This is an optimization exercise on Yosys and OpenROAD, whose aim is small area and a short achievable clock period, not a production implementation.
Where RTL was checked, it was by simulation tests only, not by an equivalence proof against the original.
No activity file was given, so power comes from the tool's default toggle rates.

==> inputs of v14 <==
==> flow/design.v (excerpt) <==
module pipelined_4stage(clk, rst, imem_addr, imem_data, aluout);
==> module pipelined_4stage, before the edit <==
module pipelined_4stage(clk, rst, imem_addr, imem_data, aluout);
  input         clk;
  input         rst;
  output [4:0]  imem_addr;
  input  [31:0] imem_data;
  output [31:0] aluout;
  reg rst_q, rst_qq;
  always @(posedge clk) begin
    rst_q  <= rst;
    rst_qq <= rst_q;
  end
  wire kill = rst | rst_q | rst_qq;
  reg [4:0] pc;
  always @(posedge clk)
    if (rst) pc <= 5'd0;
    else     pc <= pc + 5'd1;
  assign imem_addr = pc;
  reg  [31:0] wb_res;
  reg  [4:0]  wb_wa;
  reg  [4:0]  ex_wa;
  wire       f_addi = (imem_data[31:26] == 6'b000110);
  wire [4:0] f_rs   = imem_data[25:21];
  wire [4:0] f_rt   = imem_data[20:16];
  wire [4:0] f_wa   = f_addi ? f_rt : imem_data[15:11];
  wire [31:0] f_imm = {{16{imem_data[15]}}, imem_data[15:0]};
  wire f_fa1 = (f_rs == wb_wa);
  wire f_fb1 = (f_rt == wb_wa) & ~f_addi;
  wire [4:0] f_wa2 = kill ? 5'd0 : ex_wa;
  wire f_fa2 = (f_rs == f_wa2);
  wire f_fb2 = (f_rt == f_wa2) & ~f_addi;
  reg [31:0] f_s1, f_s2;
  integer k;
  always @(*)
    for (k = 0; k < 32; k = k + 1) begin
      f_s1[k] = (f_rs == k) & (wb_wa != k);
      f_s2[k] = (f_rt == k) & (wb_wa != k) & ~f_addi;
    end
  wire [31:0] rf_a, rf_b;
  regfile RF (.clk(clk), .rst(rst), .waddr(wb_wa), .wdata(wb_res),
              .sel1(f_s1), .sel2(f_s2), .rdata1(rf_a), .rdata2(rf_b));
  wire [31:0] f_a = rf_a | ({32{f_fa1}} & wb_res);
  wire [31:0] f_b = rf_b | ({32{f_fb1}} & wb_res) | ({32{f_addi}} & f_imm);
  wire [31:0] x_wb;
  wire [2:0] f_op = imem_data[28:26];
  reg [31:0] id_a, id_b;
  reg        id_sub, id_add, id_and, id_xor, id_le, id_mul;
  reg [4:0]  id_wa;
  always @(posedge clk) begin
    id_a   <= f_fa2 ? x_wb : f_a;
    id_b   <= f_fb2 ? x_wb : f_b;
    id_sub <= (f_op == 3'd1) | (f_op == 3'd4);
    id_add <= (f_op == 3'd0) | (f_op == 3'd1) | (f_op == 3'd6);
    id_and <= (f_op == 3'd2);
    id_xor <= (f_op == 3'd3);
    id_le  <= (f_op == 3'd4);
    id_mul <= (f_op == 3'd5);
    id_wa  <= f_wa;
  end
  wire [31:0] d_a = id_a;
  wire [31:0] d_b = id_b;
  wire [31:0] d_alu;
  alu_simple AL (.a(d_a), .b(d_b), .sub(id_sub), .sel_add(id_add), .sel_and(id_and),
                 .sel_xor(id_xor), .sel_le(id_le), .y(d_alu));
  reg [31:0] ex_alu;
  reg        ex_mul;
  always @(posedge clk) begin
    ex_alu <= d_alu;
    ex_mul <= id_mul;
    ex_wa  <= id_wa;
  end
  wire [31:0] prod;
  mulpipe M (.clk(clk), .a(d_a), .b(d_b), .p(prod));
  wire [31:0] x_res = ex_mul ? prod : ex_alu;
  assign x_wb = kill ? 32'd0 : x_res;
  always @(posedge clk) begin
    wb_res <= x_wb;
    wb_wa  <= kill ? 5'd0 : ex_wa;
  end
  assign aluout = wb_res;
endmodule
clock: 10.0 ns
lec_check: 0
cap_margin: 20
core_margin: 2
core_utilization: 55
cts_buf_list: sky130_fd_sc_hd__clkbuf_4 sky130_fd_sc_hd__clkbuf_8
slew_margin: 20
synth_hierarchical: 1
tns_end_percent: 0
standard.sh (not shown) runs the stock make flow with config.mk's settings and CLKGATE_MAP_FILE= SYNTH_SCRIPT=/design/flow/synth_recipe.tcl, a recipe that flattens the netlist after the stock synthesis.
==> flow/flow/run.sh <==
#!/bin/bash
set -euo pipefail
export SETUP_SLACK_MARGIN=6.0
export BUFFER_PORTS_ARGS="-buffer_cell sky130_fd_sc_hd__buf_4"
bash standard.sh finish > flow_make.log 2>&1
==> v5: changes against v14 <==
--- a/flow/design.v
+++ b/flow/design.v
@@ -1609,14 +1609,14 @@
   integer k;
   always @(*)
     for (k = 0; k < 32; k = k + 1) begin
-      f_s1[k] = (f_rs == k) & (wb_wa != k);
-      f_s2[k] = (f_rt == k) & (wb_wa != k) & ~f_addi;
+      f_s1[k] = (f_rs == k);
+      f_s2[k] = (f_rt == k);
     end
   wire [31:0] rf_a, rf_b;
   regfile RF (.clk(clk), .rst(rst), .waddr(wb_wa), .wdata(wb_res),
               .sel1(f_s1), .sel2(f_s2), .rdata1(rf_a), .rdata2(rf_b));
-  wire [31:0] f_a = rf_a | ({32{f_fa1}} & wb_res);
-  wire [31:0] f_b = rf_b | ({32{f_fb1}} & wb_res) | ({32{f_addi}} & f_imm);
+  wire [31:0] f_a = f_fa1 ? wb_res : rf_a;
+  wire [31:0] f_b = f_addi ? f_imm : f_fb1 ? wb_res : rf_b;
   wire [31:0] x_wb;
   wire [2:0] f_op = imem_data[28:26];
   reg [31:0] id_a, id_b;
--- a/flow/config.mk
+++ b/flow/config.mk
@@ -7,8 +7,9 @@
 export LEC_CHECK = 0
 export CAP_MARGIN = 20
 export CORE_MARGIN = 2
-export CORE_UTILIZATION = 55
-export CTS_BUF_LIST = sky130_fd_sc_hd__clkbuf_4 sky130_fd_sc_hd__clkbuf_8
+export CORE_UTILIZATION = 65
+export CTS_CLUSTER_DIAMETER = 60
+export CTS_CLUSTER_SIZE = 24
 export SLEW_MARGIN = 20
 export SYNTH_HIERARCHICAL = 1
 export TNS_END_PERCENT = 0
==> comparison table <==
quantity	v14	v5
Status	no timing/DRC/antenna violations	no timing/DRC/antenna violations
Clock H-tree levels	4	3
Cell with the largest stage delay on the worst path	nor3_2	or4_4
Maximum clock frequency	238 MHz	238 MHz
Inverters excl. clock	133	123
Wire length the detailed router placed on met1	90.4 mm	79.7 mm
Number of antenna violations at the first check in global routing	15	18
Post-Syn Nets	5835	5859
Simple-gate share of the synthesized area	9.78%	9.55%
Met3 wirelength from detailed routing	31.5 mm	40.5 mm
Clock Pin Slew Worst Setup and Hold Paths	0.06 ns	0.09 ns
Mean Syn Cell Area	12.7 µm²	12.7 µm²
Terminating pin of the worst hold path	ex_wa[2]$_DFF_P_	ex_wa[4]$_DFF_P_
Worst IR Drop VDD	0.192 mV	0.257 mV
Number of buffers created by CTS	204	103
Power per cell area	227 mW/mm²	224 mW/mm²
HPWL Detailed	154 mm	153 mm
Multiplexer share of the synthesized area	1.64%	1.82%
Final setup margin	5.80 ns	5.79 ns
Total clock network power	4.85 mW	4.45 mW
The RTL of v14 was laid out without a check of its function.

---

==> exp/garnet: inputs <==
RTL: one of the versions met above, not the one the previous note started from.
// pipelined_4stage
module pipelined_4stage(clk, rst, imem_addr, imem_data, aluout);
==> module regfile, before the edit <==
module regfile (clk, rst, waddr, wdata, sel1, sel2, rdata1, rdata2);
  input         clk, rst;
  input  [4:0]  waddr;
  input  [31:0] wdata;
  input  [31:0] sel1, sel2;
  output [31:0] rdata1, rdata2;
  wire [31:0] t1 [0:32];
  wire [31:0] t2 [0:32];
  assign t1[0] = 32'd0;
  assign t2[0] = 32'd0;
  genvar g;
  generate
    for (g = 0; g < 32; g = g + 1) begin : R
      reg [31:0] r;
      wire        we = rst | (waddr == g);
      wire [31:0] d  = rst ? ((g == 3) ? 32'd2 : (g == 8) ? 32'd5 : 32'd0) : wdata;
      always @(posedge clk)
        if (we) r <= d;
      assign t1[g + 1] = t1[g] | ({32{sel1[g]}} & r);
      assign t2[g + 1] = t2[g] | ({32{sel2[g]}} & r);
    end
  endgenerate
  assign rdata1 = t1[32];
  assign rdata2 = t2[32];
endmodule
==> module pipelined_4stage, before the edit <==
module pipelined_4stage(clk, rst, imem_addr, imem_data, aluout);
  input         clk;
  input         rst;
  output [4:0]  imem_addr;
  input  [31:0] imem_data;
  output [31:0] aluout;
  reg rst_q, rst_qq;
  always @(posedge clk) begin
    rst_q  <= rst;
    rst_qq <= rst_q;
  end
  wire kill = rst | rst_q | rst_qq;
  reg [4:0] pc;
  always @(posedge clk)
    if (rst) pc <= 5'd0;
    else     pc <= pc + 5'd1;
  assign imem_addr = pc;
  reg  [31:0] wb_res;
  reg  [4:0]  wb_wa;
  reg  [4:0]  ex_wa;
  wire       f_addi = (imem_data[31:26] == 6'b000110);
  wire [4:0] f_rs   = imem_data[25:21];
  wire [4:0] f_rt   = imem_data[20:16];
  wire [4:0] f_wa   = f_addi ? f_rt : imem_data[15:11];
  wire [31:0] f_imm = {{16{imem_data[15]}}, imem_data[15:0]};
  wire f_fa1 = (f_rs == wb_wa);
  wire f_fb1 = (f_rt == wb_wa) & ~f_addi;
  wire [4:0] f_wa2 = kill ? 5'd0 : ex_wa;
  wire f_fa2 = (f_rs == f_wa2);
  wire f_fb2 = (f_rt == f_wa2) & ~f_addi;
  reg [31:0] f_s1, f_s2;
  integer k;
  always @(*)
    for (k = 0; k < 32; k = k + 1) begin
      f_s1[k] = (f_rs == k);
      f_s2[k] = (f_rt == k);
    end
  wire [31:0] rf_a, rf_b;
  regfile RF (.clk(clk), .rst(rst), .waddr(wb_wa), .wdata(wb_res),
              .sel1(f_s1), .sel2(f_s2), .rdata1(rf_a), .rdata2(rf_b));
  wire [31:0] f_a = f_fa1 ? wb_res : rf_a;
  wire [31:0] f_b = f_addi ? f_imm : f_fb1 ? wb_res : rf_b;
  wire [31:0] x_wb;
  wire [2:0] f_op = imem_data[28:26];
  reg [31:0] id_a, id_b;
  reg        id_sub, id_add, id_and, id_xor, id_le, id_mul;
  reg [4:0]  id_wa;
  always @(posedge clk) begin
    id_a   <= f_fa2 ? x_wb : f_a;
    id_b   <= f_fb2 ? x_wb : f_b;
    id_sub <= (f_op == 3'd1) | (f_op == 3'd4);
    id_add <= (f_op == 3'd0) | (f_op == 3'd1) | (f_op == 3'd6);
    id_and <= (f_op == 3'd2);
    id_xor <= (f_op == 3'd3);
    id_le  <= (f_op == 3'd4);
    id_mul <= (f_op == 3'd5);
    id_wa  <= f_wa;
  end
  wire [31:0] d_a = id_a;
  wire [31:0] d_b = id_b;
  wire [31:0] d_alu;
  alu_simple AL (.a(d_a), .b(d_b), .sub(id_sub), .sel_add(id_add), .sel_and(id_and),
                 .sel_xor(id_xor), .sel_le(id_le), .y(d_alu));
  reg [31:0] ex_alu;
  reg        ex_mul;
  always @(posedge clk) begin
    ex_alu <= d_alu;
    ex_mul <= id_mul;
    ex_wa  <= id_wa;
  end
  wire [31:0] prod;
  mulpipe M (.clk(clk), .a(d_a), .b(d_b), .p(prod));
  wire [31:0] x_res = ex_mul ? prod : ex_alu;
  assign x_wb = kill ? 32'd0 : x_res;
  always @(posedge clk) begin
    wb_res <= x_wb;
    wb_wa  <= kill ? 5'd0 : ex_wa;
  end
  assign aluout = wb_res;
endmodule
clock: 10.0 ns
lec_check: 0
cap_margin: 20
core_margin: 2
core_utilization: 55
cts_cluster_diameter: 70
cts_cluster_size: 32
slew_margin: 20
synth_hierarchical: 1
tns_end_percent: 0
Scripts as last shown in full above: flow/flow/run.sh
==> exp/delta: changes against exp/garnet <==
--- a/flow/design.v
+++ b/flow/design.v
@@ -1,13 +1,11 @@
-module regfile (clk, rst, waddr, wdata, sel1, sel2, rdata1, rdata2);
-  input         clk, rst;
-  input  [4:0]  waddr;
-  input  [31:0] wdata;
-  input  [31:0] sel1, sel2;
-  output [31:0] rdata1, rdata2;
-  wire [31:0] t1 [0:32];
-  wire [31:0] t2 [0:32];
-  assign t1[0] = 32'd0;
-  assign t2[0] = 32'd0;
+module regfile (clk, rst, waddr, wdata, sel1, sel2, rn1, rn2);
+  input          clk, rst;
+  input  [4:0]   waddr;
+  input  [31:0]  wdata;
+  input  [31:0]  sel1, sel2;
+  output [127:0] rn1, rn2;
+  wire [31:0] t1 [1:32];
+  wire [31:0] t2 [1:32];
   genvar g;
   generate
     for (g = 0; g < 32; g = g + 1) begin : R
@@ -16,12 +14,19 @@
       wire [31:0] d  = rst ? ((g == 3) ? 32'd2 : (g == 8) ? 32'd5 : 32'd0) : wdata;
       always @(posedge clk)
         if (we) r <= d;
-      assign t1[g + 1] = t1[g] | ({32{sel1[g]}} & r);
-      assign t2[g + 1] = t2[g] | ({32{sel2[g]}} & r);
+      if (g % 8 == 0) begin : first
+        assign t1[g + 1] = {32{sel1[g]}} & r;
+        assign t2[g + 1] = {32{sel2[g]}} & r;
+      end else begin : next
+        assign t1[g + 1] = t1[g] | ({32{sel1[g]}} & r);
+        assign t2[g + 1] = t2[g] | ({32{sel2[g]}} & r);
+      end
+    end
+    for (g = 0; g < 4; g = g + 1) begin : P
+      assign rn1[32 * g +: 32] = ~t1[8 * g + 8];
+      assign rn2[32 * g +: 32] = ~t2[8 * g + 8];
     end
   endgenerate
-  assign rdata1 = t1[32];
-  assign rdata2 = t2[32];
 endmodule
 module alu_simple (a, b, sub, sel_add, sel_and, sel_xor, sel_le, y);
   input  [31:0] a, b;
@@ -1601,30 +1606,34 @@
   wire [4:0] f_wa   = f_addi ? f_rt : imem_data[15:11];
   wire [31:0] f_imm = {{16{imem_data[15]}}, imem_data[15:0]};
   wire f_fa1 = (f_rs == wb_wa);
-  wire f_fb1 = (f_rt == wb_wa) & ~f_addi;
-  wire [4:0] f_wa2 = kill ? 5'd0 : ex_wa;
+  wire f_fb1 = (f_rt == wb_wa);
+  wire [4:0] f_wa2 = (rst_q | rst_qq) ? 5'd0 : ex_wa;
   wire f_fa2 = (f_rs == f_wa2);
-  wire f_fb2 = (f_rt == f_wa2) & ~f_addi;
+  wire f_fb2 = (f_rt == f_wa2);
   reg [31:0] f_s1, f_s2;
   integer k;
   always @(*)
     for (k = 0; k < 32; k = k + 1) begin
-      f_s1[k] = (f_rs == k);
-      f_s2[k] = (f_rt == k);
+      f_s1[k] = (f_rs == k) & (wb_wa != k) & (f_wa2 != k);
+      f_s2[k] = (f_rt == k) & (wb_wa != k) & (f_wa2 != k);
     end
-  wire [31:0] rf_a, rf_b;
+  wire [127:0] rn_a, rn_b;
   regfile RF (.clk(clk), .rst(rst), .waddr(wb_wa), .wdata(wb_res),
-              .sel1(f_s1), .sel2(f_s2), .rdata1(rf_a), .rdata2(rf_b));
-  wire [31:0] f_a = f_fa1 ? wb_res : rf_a;
-  wire [31:0] f_b = f_addi ? f_imm : f_fb1 ? wb_res : rf_b;
+              .sel1(f_s1), .sel2(f_s2), .rn1(rn_a), .rn2(rn_b));
+  wire [31:0] rf_a = ~(rn_a[31:0] & rn_a[63:32] & rn_a[95:64] & rn_a[127:96]);
+  wire [31:0] rf_b = ~(rn_b[31:0] & rn_b[63:32] & rn_b[95:64] & rn_b[127:96]);
+  wire f_xa = f_fa2;
+  wire f_wba = f_fa1 & ~f_fa2;
+  wire f_xb = f_fb2 & ~f_addi;
+  wire f_wbb = f_fb1 & ~f_fb2 & ~f_addi;
   wire [31:0] x_wb;
   wire [2:0] f_op = imem_data[28:26];
   reg [31:0] id_a, id_b;
   reg        id_sub, id_add, id_and, id_xor, id_le, id_mul;
   reg [4:0]  id_wa;
   always @(posedge clk) begin
-    id_a   <= f_fa2 ? x_wb : f_a;
-    id_b   <= f_fb2 ? x_wb : f_b;
+    id_a   <= rf_a | ({32{f_wba}} & wb_res) | ({32{f_xa}} & x_wb);
+    id_b   <= ({32{~f_addi}} & rf_b) | ({32{f_wbb}} & wb_res) | ({32{f_xb}} & x_wb) | ({32{f_addi}} & f_imm);
     id_sub <= (f_op == 3'd1) | (f_op == 3'd4);
     id_add <= (f_op == 3'd0) | (f_op == 3'd1) | (f_op == 3'd6);
     id_and <= (f_op == 3'd2);
--- a/flow/config.mk
+++ b/flow/config.mk
@@ -7,7 +7,7 @@
 export LEC_CHECK = 0
 export CAP_MARGIN = 20
 export CORE_MARGIN = 2
-export CORE_UTILIZATION = 55
+export CORE_UTILIZATION = 62
 export CTS_CLUSTER_DIAMETER = 70
 export CTS_CLUSTER_SIZE = 32
 export SLEW_MARGIN = 20
==> exp/maple: changes against exp/garnet <==
--- a/flow/design.v
+++ b/flow/design.v
@@ -1,13 +1,11 @@
-module regfile (clk, rst, waddr, wdata, sel1, sel2, rdata1, rdata2);
-  input         clk, rst;
-  input  [4:0]  waddr;
-  input  [31:0] wdata;
-  input  [31:0] sel1, sel2;
-  output [31:0] rdata1, rdata2;
-  wire [31:0] t1 [0:32];
-  wire [31:0] t2 [0:32];
-  assign t1[0] = 32'd0;
-  assign t2[0] = 32'd0;
+module regfile (clk, rst, waddr, wdata, sel1, sel2, rn1, rn2);
+  input          clk, rst;
+  input  [4:0]   waddr;
+  input  [31:0]  wdata;
+  input  [31:0]  sel1, sel2;
+  output [127:0] rn1, rn2;
+  wire [31:0] t1 [1:32];
+  wire [31:0] t2 [1:32];
   genvar g;
   generate
     for (g = 0; g < 32; g = g + 1) begin : R
@@ -16,12 +14,19 @@
       wire [31:0] d  = rst ? ((g == 3) ? 32'd2 : (g == 8) ? 32'd5 : 32'd0) : wdata;
       always @(posedge clk)
         if (we) r <= d;
-      assign t1[g + 1] = t1[g] | ({32{sel1[g]}} & r);
-      assign t2[g + 1] = t2[g] | ({32{sel2[g]}} & r);
+      if (g % 8 == 0) begin : first
+        assign t1[g + 1] = {32{sel1[g]}} & r;
+        assign t2[g + 1] = {32{sel2[g]}} & r;
+      end else begin : next
+        assign t1[g + 1] = t1[g] | ({32{sel1[g]}} & r);
+        assign t2[g + 1] = t2[g] | ({32{sel2[g]}} & r);
+      end
+    end
+    for (g = 0; g < 4; g = g + 1) begin : P
+      assign rn1[32 * g +: 32] = ~t1[8 * g + 8];
+      assign rn2[32 * g +: 32] = ~t2[8 * g + 8];
     end
   endgenerate
-  assign rdata1 = t1[32];
-  assign rdata2 = t2[32];
 endmodule
 module alu_simple (a, b, sub, sel_add, sel_and, sel_xor, sel_le, y);
   input  [31:0] a, b;
@@ -1601,30 +1606,34 @@
   wire [4:0] f_wa   = f_addi ? f_rt : imem_data[15:11];
   wire [31:0] f_imm = {{16{imem_data[15]}}, imem_data[15:0]};
   wire f_fa1 = (f_rs == wb_wa);
-  wire f_fb1 = (f_rt == wb_wa) & ~f_addi;
-  wire [4:0] f_wa2 = kill ? 5'd0 : ex_wa;
+  wire f_fb1 = (f_rt == wb_wa);
+  wire [4:0] f_wa2 = (rst_q | rst_qq) ? 5'd0 : ex_wa;
   wire f_fa2 = (f_rs == f_wa2);
-  wire f_fb2 = (f_rt == f_wa2) & ~f_addi;
+  wire f_fb2 = (f_rt == f_wa2);
   reg [31:0] f_s1, f_s2;
   integer k;
   always @(*)
     for (k = 0; k < 32; k = k + 1) begin
-      f_s1[k] = (f_rs == k);
-      f_s2[k] = (f_rt == k);
+      f_s1[k] = (f_rs == k) & (wb_wa != k) & (f_wa2 != k);
+      f_s2[k] = (f_rt == k) & (wb_wa != k) & (f_wa2 != k);
     end
-  wire [31:0] rf_a, rf_b;
+  wire [127:0] rn_a, rn_b;
   regfile RF (.clk(clk), .rst(rst), .waddr(wb_wa), .wdata(wb_res),
-              .sel1(f_s1), .sel2(f_s2), .rdata1(rf_a), .rdata2(rf_b));
-  wire [31:0] f_a = f_fa1 ? wb_res : rf_a;
-  wire [31:0] f_b = f_addi ? f_imm : f_fb1 ? wb_res : rf_b;
+              .sel1(f_s1), .sel2(f_s2), .rn1(rn_a), .rn2(rn_b));
+  wire [31:0] rf_a = ~(rn_a[31:0] & rn_a[63:32] & rn_a[95:64] & rn_a[127:96]);
+  wire [31:0] rf_b = ~(rn_b[31:0] & rn_b[63:32] & rn_b[95:64] & rn_b[127:96]);
+  wire f_xa = f_fa2;
+  wire f_wba = f_fa1 & ~f_fa2;
+  wire f_xb = f_fb2 & ~f_addi;
+  wire f_wbb = f_fb1 & ~f_fb2 & ~f_addi;
   wire [31:0] x_wb;
   wire [2:0] f_op = imem_data[28:26];
   reg [31:0] id_a, id_b;
   reg        id_sub, id_add, id_and, id_xor, id_le, id_mul;
   reg [4:0]  id_wa;
   always @(posedge clk) begin
-    id_a   <= f_fa2 ? x_wb : f_a;
-    id_b   <= f_fb2 ? x_wb : f_b;
+    id_a   <= rf_a | ({32{f_wba}} & wb_res) | ({32{f_xa}} & x_wb);
+    id_b   <= ({32{~f_addi}} & rf_b) | ({32{f_wbb}} & wb_res) | ({32{f_xb}} & x_wb) | ({32{f_addi}} & f_imm);
     id_sub <= (f_op == 3'd1) | (f_op == 3'd4);
     id_add <= (f_op == 3'd0) | (f_op == 3'd1) | (f_op == 3'd6);
     id_and <= (f_op == 3'd2);
--- a/flow/config.mk
+++ b/flow/config.mk
@@ -12,4 +12,4 @@
 export CTS_CLUSTER_SIZE = 32
 export SLEW_MARGIN = 20
 export SYNTH_HIERARCHICAL = 1
-export TNS_END_PERCENT = 0
+export TNS_END_PERCENT = 10
==> qor summary <==
Run status: exp/garnet complete, no violations; exp/maple complete, no violations; exp/delta complete, no violations
Filler Cell Count: exp/garnet 9506; exp/maple 9558; exp/delta 7722
Effective utilization at floorplan: exp/garnet 55.2%; exp/maple 55.4%; exp/delta 62.7%
Power drawn by the combinational cells: exp/garnet 5500 uW; exp/maple 5420 uW; exp/delta 5270 uW
Relative contribution of combinational cells to total power: exp/garnet 33.6%; exp/maple 33.3%; exp/delta 33.2%
Flip-flop and latch share of the layout cell area: exp/garnet 48.3%; exp/maple 48.8%; exp/delta 49.3%
Met3 wire len: exp/garnet 35200 um; exp/maple 33200 um; exp/delta 34500 um
Final Hold Slack: exp/garnet 335 ps; exp/maple 339 ps; exp/delta 335 ps
Number of cells on the critical path: exp/garnet 10; exp/maple 16; exp/delta 9
Inserted Diodes: exp/garnet 3; exp/maple 2; exp/delta 1
Via count: exp/garnet 50583; exp/maple 49741; exp/delta 49734
P_seq: exp/garnet 6700 uW; exp/maple 6740 uW; exp/delta 6770 uW
Number of buffers inserted during clock tree synthesis: exp/garnet 88; exp/maple 86; exp/delta 73
Post-layout utilization of the core: exp/garnet 61.1%; exp/maple 60.3%; exp/delta 67.6%
First-pass GRT wire length: exp/garnet 360000 um; exp/maple 352000 um; exp/delta 337000 um
Crit path DAT: exp/garnet 4790 ps; exp/maple 4700 ps; exp/delta 4640 ps
Total wirelength of the detailed-routed design: exp/garnet 258000 um; exp/maple 247000 um; exp/delta 235000 um

==> what the ideal ports hide <==
In the flow no input, the clock included, has a driving cell. The finished layouts below were timed again as built, in two steps.
Step 1 (the two cells are an assumption about what drives the block):
set clk [get_ports {clk}]
set_driving_cell -lib_cell sky130_fd_sc_hd__clkbuf_16 $clk
set_driving_cell -lib_cell sky130_fd_sc_hd__buf_2 [delete_from_list [all_inputs] $clk]
Step 2 moves the port delays by t, midway between the first and last clock arrival at a register: inputs arrive t later, outputs are due t later. That takes back most of the time a late clock gives input paths.
Slacks: ideal / step 1 / step 2; pairs: ideal / step 1.
run	t, ns	slack for setup (ns)	worst setup path after step 2	slew at the worst register clock pin (ns)
v14	0.998	5.795 / 5.843 / 4.846	input to register	0.07 / 0.07
v5	0.815	5.792 / 5.746 / 4.931	input to register	0.09 / 0.09
exp/garnet	0.811	5.881 / 5.871 / 5.060	input to register	0.11 / 0.11
exp/delta	0.768	6.001 / 6.040 / 5.292	input to register	0.12 / 0.12
exp/maple	0.817	5.997 / 5.997 / 5.313	input to register	0.11 / 0.11
After both steps every run listed still meets setup and hold. The setup slack of v14, which loses most, moves by +0.048 ns with the drivers and by -0.949 ns with both steps.
